What follows belongs to an exercise in optimizing a design on an open flow for small area; a production flow would make more cautious choices.
In this exercise RTL edits were held to simulation tests only and were not proved equivalent to the original.
Power and IR drop assume default switching activity.

==> flow/design.v <==
module Freqdiv(
    input Clk,
    input Clear,
    output Tick
    );
    localparam [13:0] INV = 14'h2AAA;
    localparam [13:0] RST = 14'h0001 ^ INV;
    reg [13:0] p;
    wire [13:0] s = p ^ INV;
    wire z = ~|s[12:0];
    wire f = s[13] ^ s[12] ^ s[11] ^ s[1] ^ z;
    always @(posedge Clk)
        if (Clear) p <= RST;
        else       p <= {s[12:0], f} ^ INV;
    assign Tick = z & ~s[13];
endmodule
module PBdeb(
    input Clk,
    input Clear,
    input Tick,
    input reset_pb,
    output reset_deb
    );
    reg FF1, FF2, FF3;
    always @(posedge Clk)
        if (Clear) begin
            FF1 <= 1'b0; FF2 <= 1'b0; FF3 <= 1'b0;
        end else if (Tick) begin
            FF1 <= reset_pb; FF2 <= FF1; FF3 <= FF2;
        end
    assign reset_deb = FF1 & FF2 & ~FF3;
endmodule
module VGA_CTRL(
    input CLK_65MHz,
    input Clear,
    output HSync,
    output VSync,
    output VideoOn,
    output [7:0] HCount,
    output [6:0] VCount
    );
    localparam [7:0] M_H = 8'h00;
    localparam [6:0] M_V = 7'h00;
    reg [7:0] h_q;
    reg [6:0] v_q;
    assign HCount = h_q ^ M_H;
    assign VCount = v_q ^ M_V;
    function [7:0] inc8;
        input [7:0] a;
        input ci;
        integer i;
        reg c;
        begin
            c = ci;
            for (i = 0; i < 8; i = i + 1) begin
                inc8[i] = a[i] ^ c;
                c = a[i] & c;
            end
        end
    endfunction
    wire hend = HCount[7] & HCount[5] & HCount[2] & HCount[1] & HCount[0];    
    wire vend = VCount[6] & VCount[5] & VCount[2];                             
    wire [7:0] hinc = inc8(HCount, 1'b1);
    wire [7:0] vinc = inc8({1'b0, VCount}, hend);
    always @(posedge CLK_65MHz)
        if (Clear | hend) h_q <= M_H;
        else              h_q <= hinc ^ M_H;
    always @(posedge CLK_65MHz)
        if (Clear | (hend & vend)) v_q <= M_V;
        else                       v_q <= vinc[6:0] ^ M_V;
    assign HSync = HCount[7] | HCount[6] | HCount[5] | (HCount[4] & (|HCount[3:0]));   
    assign VSync = |VCount;
    wire h_ge38  = HCount[7] | HCount[6] | (HCount[5] & (HCount[4] | HCount[3] | (HCount[2] & HCount[1])));
    wire h_ge165 = HCount[7] & HCount[5] & HCount[2] & (HCount[1] | HCount[0]);
    wire v_ge5   = VCount[6] | VCount[5] | VCount[4] | VCount[3] | (VCount[2] & (VCount[1] | VCount[0]));
    assign VideoOn = h_ge38 & ~h_ge165 & v_ge5 & ~vend;
endmodule
module VGA_Graphic(
    input CLK_65MHz,
    input Clear,
    input GameOn,
    input VideoOn,
    input GameStartdb,
    input Bar_up,
    input Bar_down,
    input [7:0] HCount,
    input [6:0] VCount,
    output [3:0] Red,
    output [3:0] Green,
    output [3:0] Blue
    );
    function [17:0] addf;
        input [16:0] a, b;
        input ci;
        integer i;
        reg c;
        begin
            c = ci;
            for (i = 0; i < 17; i = i + 1) begin
                addf[i] = a[i] ^ b[i] ^ c;
                c = (a[i] & b[i]) | (c & (a[i] | b[i]));
            end
            addf[17] = c;
        end
    endfunction
    function carry;
        input [16:0] a, b;
        input ci;
        integer i;
        reg c;
        begin
            c = ci;
            for (i = 0; i < 17; i = i + 1)
                c = (a[i] & b[i]) | (c & (a[i] | b[i]));
            carry = c;
        end
    endfunction
    localparam [6:0]  M_BV   = 7'h7f;
    localparam [15:0] M_BS   = 16'hffff;
    localparam [7:0]  M_BH   = 8'h00;
    localparam [16:0] M_BVP  = 17'h1ffff;
    localparam [2:0]  M_HMAG = 3'h0;
    localparam [2:0]  M_VEL  = 3'h0;
    localparam [1:0]  M_HIT  = 2'h0;
    localparam [3:0]  M_MISC = 4'h0;    
    reg        game_stop_q, hneg_q, vneg_q;
    reg [6:0]  bv_q;
    reg [15:0] bs_q;
    reg [7:0]  nbh_q;
    reg [16:0] nbvp_q;
    reg [2:0]  hmag_q, vel_q;
    reg [1:0]  hit_q;
    wire       game_stop = game_stop_q ^ M_MISC[0];
    wire       hneg = hneg_q ^ M_MISC[1];
    wire       vneg = vneg_q ^ M_MISC[2];
    wire [6:0]  bv   = bv_q ^ M_BV;
    wire [15:0] bs   = bs_q ^ M_BS;
    wire [7:0]  nbh  = nbh_q ^ M_BH;
    wire [16:0] nbvp = nbvp_q ^ M_BVP;
    wire [2:0]  hmag = hmag_q ^ M_HMAG;
    wire [2:0]  vel  = vel_q ^ M_VEL;
    wire [1:0]  hit  = hit_q ^ M_HIT;
    wire refresh = ~|HCount & ~|VCount;
    wire atwall = ~nbh[7] | (~nbh[6] & ~nbh[5] & ~nbh[4] & ~nbh[3] & ~nbh[2] & ~nbh[1]);
    wire atbar  = nbh[7] & nbh[6] & (nbh[5] | (nbh[4] & (nbh[3] | (&nbh[2:0]))));
    wire hit2 = hit[0] & atwall & refresh;
    reg [1:0] hit_ns;
    always @(*)
        if (hit[1])                         hit_ns = 2'd0;
        else if (atwall && refresh)         hit_ns = {hit[0], ~hit[0]};
        else if (game_stop || GameStartdb)  hit_ns = 2'd0;
        else                                hit_ns = hit;
    wire G = GameStartdb | game_stop;
    wire [15:0] bs_eff = (G & ~hit2) ? 16'd12 : bs;
    wire [17:0] sh_w = addf({10'd0, bv}, {1'b0, bs_eff}, 1'b0);
    wire [15:0] sh = sh_w[15:0];                     
    wire sh_hi0 = ~|sh[15:6];
    wire sh_le49 = ~sh[5] | ~sh[4] | (~sh[3] & ~sh[2] & (~sh[1] | ~sh[0]));    
    wire sh_le52 = ~sh[5] | ~sh[4] | (~sh[3] & (~sh[2] | ~|sh[1:0]));          
    wire sh_ge3  = |sh[5:2] | (sh[1] & sh[0]);
    wire down_ok = sh_hi0 & (hit2 ? (sh_ge3 & sh_le52) : sh_le49);
    wire up_mv = Bar_up & refresh & (|bv[6:2] | (bv[1] & bv[0]));          
    wire dn_mv = Bar_down & refresh & down_ok & ~up_mv;
    wire [17:0] bv_a = addf({10'd0, bv}, {10'd0, {5{up_mv}}, dn_mv, up_mv | dn_mv}, 1'b0);
    wire [6:0] bv_ns = (game_stop | ~GameOn) ? 7'd6 : bv_a[6:0];
    wire below = ~carry({1'b0, sh}, {1'b1, nbvp[16:1]}, 1'b1);
    wire [17:0] ab = addf({10'd0, bv}, {10'd0, nbvp[7:1]}, 1'b0);
    wire above = &nbvp[16:8] & ab[7] & |ab[6:1];
    wire miss = below | above;
    wire [17:0] bh_a = addf({9'd0, nbh}, {9'd0, {4{refresh & ~hneg}}, {3{refresh}} & (hmag ^ {3{~hneg}}), refresh}, 1'b0);
    wire [17:0] bvp_a = addf(nbvp, {{14{refresh & ~vneg}}, refresh & vneg, refresh & ~vneg, refresh}, 1'b0);
    always @(posedge CLK_65MHz) begin
        if (Clear | game_stop) begin
            nbh_q <= ~8'd56 ^ M_BH; nbvp_q <= ~17'd25 ^ M_BVP;
        end else begin
            nbh_q  <= bh_a[7:0] ^ M_BH;
            nbvp_q <= bvp_a[16:0] ^ M_BVP;
        end
    end
    always @(posedge CLK_65MHz) begin
        if (Clear) begin
            hneg_q <= M_MISC[1]; hmag_q <= 3'd2 ^ M_HMAG; vneg_q <= M_MISC[2];
        end else if (atwall) begin
            hneg_q <= ~M_MISC[1]; hmag_q <= vel ^ M_HMAG;
        end else if (atbar && !miss) begin
            hneg_q <= M_MISC[1]; hmag_q <= vel ^ M_HMAG;
        end else if (&nbvp[16:3] & ~(~nbvp[2] & (~nbvp[1] | ~nbvp[0])))    
            vneg_q <= M_MISC[2];
        else if (~&nbvp[16:7] | (~nbvp[6] & ~nbvp[5]))                      
            vneg_q <= ~M_MISC[2];
    end
    always @(posedge CLK_65MHz) begin
        if (Clear) vel_q <= 3'd2 ^ M_VEL;
        else if (hit[1]) vel_q <= {vel[2] ^ (vel[1] & vel[0]), vel[1] ^ vel[0], ~vel[0]} ^ M_VEL;
        else if (G) vel_q <= 3'd2 ^ M_VEL;
    end
    reg [15:0] bs_d;
    reg        br;
    integer k;
    always @(*) begin
        bs_d[0] = bs[0] ^ hit2;
        bs_d[1] = bs[1] ^ (hit2 & bs[0]);
        br = hit2 & ~(bs[1] & bs[0]);
        for (k = 2; k < 16; k = k + 1) begin
            bs_d[k] = bs[k] ^ br;
            br = br & ~bs[k];
        end
    end
    always @(posedge CLK_65MHz) begin
        if (Clear) begin
            hit_q <= M_HIT; bs_q <= 16'd12 ^ M_BS; bv_q <= 7'd6 ^ M_BV;
        end else begin
            hit_q <= hit_ns ^ M_HIT;
            bs_q <= ((G & ~hit2) ? 16'd12 : bs_d[15:0]) ^ M_BS;
            bv_q <= bv_ns ^ M_BV;
        end
    end
    always @(posedge CLK_65MHz)
        if (Clear)                 game_stop_q <= ~M_MISC[0];
        else if (atbar && miss)    game_stop_q <= ~M_MISC[0];
        else if (GameStartdb)      game_stop_q <= M_MISC[0];
        else if (!GameOn)          game_stop_q <= ~M_MISC[0];
    wire [17:0] hd = addf({9'd0, HCount}, {9'd0, nbh}, 1'b0);           
    wire ball_h_on = hd[8] & ~|hd[7:2] & ~(hd[1] & hd[0]);
    wire [17:0] vd = addf({10'd0, VCount}, {10'd0, nbvp[6:0]}, 1'b0);   
    wire ball_v_on = &nbvp[16:7] & vd[7] & ~|vd[6:2] & ~(vd[1] & vd[0]);
    wire BallOn = ball_h_on & ball_v_on;
    wire bar_top = carry({10'd0, VCount}, {9'h1FF, ~bv, 1'b1}, 1'b0);
    wire bar_bot = ~sh_hi0 | carry({10'd0, sh[5:0], 1'b0}, {10'h3FF, ~VCount}, 1'b1);
    wire BarOn  = ~HCount[7] & ~HCount[6] & ~(HCount[5] & (HCount[4] | HCount[3])) & bar_top & bar_bot;    
    wire WallOn = HCount[7] & ~|HCount[6:3] & ((HCount[2] & ~(HCount[1] & HCount[0])) | (~HCount[2] & HCount[1] & HCount[0]));
    wire R = VideoOn & (~GameOn | BallOn | ~(BarOn | WallOn));
    wire Gr = VideoOn & (~GameOn | ~(BallOn | BarOn | WallOn));
    wire B = VideoOn & (~GameOn | (~BallOn & (BarOn | WallOn)));
    assign Red = {4{R}};
    assign Green = {4{Gr}};
    assign Blue = {4{B}};
endmodule
module TopVGAGame(
    input CLK_65MHz,
    input Clear,
    input GameOn,
    input GameStart,
    input Bar_up,
    input Bar_down,
    output HSync,
    output VSync,
    output [3:0] Red,
    output [3:0] Green,
    output [3:0] Blue
    );
    wire [7:0] HCount;
    wire [6:0] VCount;
    wire Tick, GameStartdb, VideoOn;
    Freqdiv F1(.Clk(CLK_65MHz), .Clear(Clear), .Tick(Tick));
    PBdeb P1(.Clk(CLK_65MHz), .Clear(Clear), .Tick(Tick), .reset_pb(GameStart), .reset_deb(GameStartdb));
    VGA_CTRL V1(.CLK_65MHz(CLK_65MHz), .Clear(Clear), .HSync(HSync), .VSync(VSync),
                .VideoOn(VideoOn), .HCount(HCount), .VCount(VCount));
    VGA_Graphic V2(.CLK_65MHz(CLK_65MHz), .Clear(Clear), .GameOn(GameOn), .VideoOn(VideoOn),
                   .GameStartdb(GameStartdb), .Bar_up(Bar_up), .Bar_down(Bar_down),
                   .HCount(HCount), .VCount(VCount), .Red(Red), .Green(Green), .Blue(Blue));
endmodule
==> flow/flow/run.sh <==
#!/bin/bash
# Own flow: the standard layout and standard synthesis, except that
#  - yosys's extract_fa step is skipped, so adders stay plain logic for abc, and
#  - the final abc technology mapping runs flow/abc.script (an area-oriented
#    script) in place of ORFS's abc_area.script.
# Registers are mapped before either step, so they are the standard ones.
# Port buffers use the smallest buffer cell.
# make's output goes to standard.log; ORFS keeps each step's log under orfs/logs.
set -euo pipefail
D=$(pwd)
{
  echo "proc extract_fa {args} { }"
  echo "proc abc {args} {"
  echo "  set i [lsearch -exact \$args -script]"
  echo "  if { \$i >= 0 } { set args [lreplace \$args [expr {\$i + 1}] [expr {\$i + 1}] $D/flow/abc.script] }"
  echo "  yosys abc {*}\$args"
  echo "}"
  cat synth_recipe.tcl
} > synth_abc.tcl
bash standard.sh SYNTH_SCRIPT="$D/synth_abc.tcl" BUFFER_PORTS_ARGS="-buffer_cell sky130_fd_sc_hd__buf_1" finish > standard.log 2>&1
==> flow/flow/abc.script <==
strash
&get -n
&deepsyn -T 60
&put
strash
&get -n
&st
&dch -f
&nf -R 1000
&put
topo
dnsize -c
==> flow/standard.sh <==
#!/bin/bash
# synth_recipe.tcl (not shown) runs the flow's synth.tcl, then flattens the netlist and writes it again
# the make line also repeats each setting of config.mk as NAME=value (left out here)
make -C /OpenROAD-flow-scripts/flow DESIGN_CONFIG=/design/flow/config.mk WORK_HOME=/design/flow/orfs CLKGATE_MAP_FILE= SYNTH_SCRIPT=/design/flow/synth_recipe.tcl "${@:-finish}"
==> flow/config.mk <==
export PLATFORM = sky130hd
export DESIGN_NAME = TopVGAGame
export DESIGN_NICKNAME = TopVGAGame
export VERILOG_FILES = /design/flow/design.v
export SDC_FILE = /design/flow/constraint.sdc
export NUM_CORES = 4
export LEC_CHECK = 0
export ABC_AREA = 1
export CAP_MARGIN = 20
export CORE_MARGIN = 2
export CORE_UTILIZATION = 80
export SLEW_MARGIN = 20
==> flow/constraint.sdc <==
create_clock -name core_clock -period 15.4 [get_ports {CLK_65MHz}]
set_input_delay 3.0800 -clock core_clock [delete_from_list [all_inputs] [get_ports {CLK_65MHz}]]
set_output_delay 3.0800 -clock core_clock [all_outputs]
set_load 0.01 [all_outputs]
==> out/qor.txt <==
layout cells sized above 1 = 2.80%
setup ws final = 4980 ps
clock skew = 12.7 ps
Final Hold Viols = 0
CP max-delay cell = or4_1
Avg Cell Area, Syn = 7.70 sq um
top area cells in the synthesized netlist = dfxtp_1, o21ai_0, a21oi_1
Worst-Margin Slew = 926 ps
Post-CTS Hold Buffers = 0
I/O pins = 20
placed wire-length estimate = 8440 microns
Synth Area in Simple Gates = 27.8%
worst stage delay on the critical path = 580 ps
Setup TNS Final = 0 ps
Setup violations, final = 0
initial core utilization = 84.1%
syn_nets = 660
clock latency on the worst-skew pair = 380 ps
count leader, synth = dfxtp_1
metal3 WL = 1440 microns
htree depth = 3
Core Footprint = 0.00599 sq mm
Critical Path RT = 12320 ps
NumNets Final = 680
Pins Over Slew Limit = 0
number of setup buffers added after CTS = 0
Post-Syn Instances = 654
Ys Warns = 4
ratio of total power to cell area = 79.6 mW/mm^2
Max Root-Sink Buffers = 2
met2 wire len = 6280 microns
CTS tree = yes
P&R area growth vs syn = 5.71%
largest fanout on the critical path = 14
Final ANT Viol Nets = 0
Die Footprint = 0.00695 sq mm
cts bufs inserted = 9
Synth Flop Type = dfxtp_1
DRC errors left = 0
port bufs = 19
Synth Area in Adders = 1.79%
std cell rows = 28
Yosys reg bits = 91
f_max = 0.0959 GHz
Tcrit/Tclk final = 67.7%
DR pass1 iterations = 8
post-synthesis mux area share = 0.398%
count of clock tree sinks = 91
Setup crit start kind = register
XOR/XNOR Fraction of Synth Area = 9.39%
CP endpoint kind = output pin
via count = 5150
cells along the critical path = or4_1 -> nor2_1 -> nand2_1 -> nor3_1 -> buf_4 -> and3_1 -> or2_0 -> a21oi_1 -> or3_1 -> a21oi_1 -> maj3_1 -> o21ai_0 -> or3_1 -> or2_0 -> or4_1 -> or3_1 -> or2_0 -> o211ai_1 -> nand3_1 -> or3_1 -> a21oi_1 -> nand2_1 -> a21oi_1 -> buf_1
Synth area leader = dfxtp_1
status = no timing/DRC/antenna violations
Total Wirelength = 13200 microns
post-synth cell types = 49
sequential element share of the synthesized area = 36.2%
Final Util = 88.9%
DRT iter0 DRCs = 705
CP arrival = 7340 ps
n_diodes = 0
Vias/cell = 6.83
Post-synth top cells = dfxtp_1, nor2_1, o21ai_0
max_cap viols = 0
Worst Hold Class = reg -> reg
die width = 83.3 microns
crit path buf inv count = 2
Post-synth EDFFs = 0
RSZ-0062 raised after global routing = no
clk root buf = clkbuf_8
cell family with most CP delay = simple AND/OR/NAND/NOR gates
kind of critical path = reg -> out
WL per Instance = 17.5 microns
compound-cell area share of the yosys netlist = 22.0%
ys async rst share = 0%
Yosys top cell area share = 36.2%
WL met1 = 4950 microns
post_cts resized = 0
GRT Util Overall = 38.8%
pin count of the biggest net entering global routing = 36
first-pass GRT wire length = 22200 microns
leakage power = 0.00194 uW
Worst-path clk slew = 110 ps
maximum vdd drop = 76.0 uV
Synth Cell Area = 0.00504 sq mm
GRT Residual Overflow = 0
top routing layer in use = met4
vias in the first global route = 4855
min cycle time layout = 10420 ps
GPL Wtd Cong = 0.873
initial antenna violation count = 0
Die Height = 83.3 microns
pre-CTS setup slack = 5800 ps
Slew HR = 38.0%
largest family of logic cells by synthesized area = simple AND/OR/NAND/NOR gates
-- sequential cells by signal (all words and copies together) (netlist names) --
| name | count |
|---|---|
| V2.game_stop_q | 1 |
| V2.hit_q | 2 |
| V2.nbh_q | 8 |
| P1.FF2 | 1 |
| P1.FF3 | 1 |
| V2.hneg_q | 1 |
| P1.FF1 | 1 |
| V2.vel_q | 3 |
| V2.hmag_q | 3 |
| V1.h_q | 8 |
| V2.bs_q | 16 |
| V2.bv_q | 7 |
| V2.vneg_q | 1 |
| F1.p | 14 |
| V2.nbvp_q | 17 |
| V1.v_q | 7 |
-- path summary, 6_finish.rpt --
check	cells past startpoint	slack, ps	endpoint	from
min	1	410	F1.p[1]	F1.p[0]
min reg2reg	1	410	F1.p[1]	F1.p[0]
max reg2reg	26	7840	V2.bv_q[4]	V1.v_q[3]
max	24	4980	Green[0]	V1.v_q[3]
-- area by class of cell --
type,count,area (sq um)
clock buffer,9,124
clock inverter,7,71.3
fill,318,667
inverter,10,37.5
multi-input combinational,541,3090
sequential,91,1820
tap,75,93.8
timing repair buffer,21,86.3
-- per-stage QoR --
step                std cells  instance area, sq um  power, uW  hold slack [ps]
global placement          738                  5130        263              374
global route              754                  5320        433              418
finish                    754                  5320        424              409
detailed placement        738                  5130        265              390
CTS                       754                  5320        422              412
floorplan                 654                  5040        258              369
-- worst register-to-register path, delay by kind of cell (launching register included) --
family / cells / cell delay, ps
AND/OR/NAND/NOR: 17 / 5060
XOR/XNOR: 1 / 170
buffers and inverters: 1 / 240
AO/OA/AOI/OAI: 6 / 1320
flip-flops: 1 / 410
adder cells (fa/ha/maj): 1 / 250
-- kinds of logic (layout without fill, tap and decap cells) --
family,Yosys count,count (layout)
multiplexers,2,2
AO/OA/AOI/OAI,189,189
XOR/XNOR,54,54
adder cells (fa/ha/maj),9,9
AND/OR/NAND/NOR,287,287
flip-flops,91,91
buffers and inverters,22,47
-- placed cells by master (no fill, tap or decap), types with 5 or more instances in the layout --
master	instances
a31oi_1	9
xor2_1	21
nor2b_1	8
xnor2_1	33
or2_0	12
dfxtp_1	91
and2_0	12
maj3_1	9
and3_1	13
o21ai_0	65
nand3_1	18
nand2_1	64
clkbuf_8	9
nand4_1	5
o211ai_1	6
or4_1	5
nand2b_1	16
a21oi_1	63
buf_1	19
nor3_1	24
o22ai_1	8
or3_1	9
nor2_1	82
clkinv_1	10
nor4_1	10
-- where the power goes --
| group | leakage, uW | internal [uW] | switching, uW |
|---|---|---|---|
| registers | 0.000736 | 237 | 1.57 |
| logic | 0.00111 | 8.14 | 13.8 |
| clock network | 0.0000979 | 63.4 | 100 |
| total | 0.00194 | 308 | 116 |
-- metal layers --
| layer | GRT usage (%) | vias to the layer above |
|---|---|---|
| li1 | - | 2394 |
| met4 | 19.2 | 0 |
| met3 | 9.74 | 63 |
| met1 | 46.2 | 2331 |
| met2 | 64.9 | 362 |
| met5 | 0 | - |

static timing again, ports no longer ideal:
Ports are ideal in the flow. The routed layout listed here was re-timed in OpenROAD. Step 1, drivers: a clkbuf_16 drives CLK_65MHz and a buf_2 each remaining input, both assumed. Step 2 adds t to the input delays and takes it off the output delays; t is the mean of the earliest and latest rising clock arrival at the registers after step 1. Input paths then give back, and output paths get back, about the clock's delay inside the block. a / b / c = ideal ports / drivers / drivers and shift; a / b = the first two.
shift t [ns]: 0.402
setup slack, ns: 4.977 / 4.947 / 5.350
worst hold slack (ns): 0.409 / 0.409 / 0.409
worst setup path after step 2: register to output
pins driven straight from the clock port: 1
After both steps setup and hold are still met in this run. For this run, drivers alone change the setup slack by -0.030 ns; drivers and shift together by +0.373 ns.
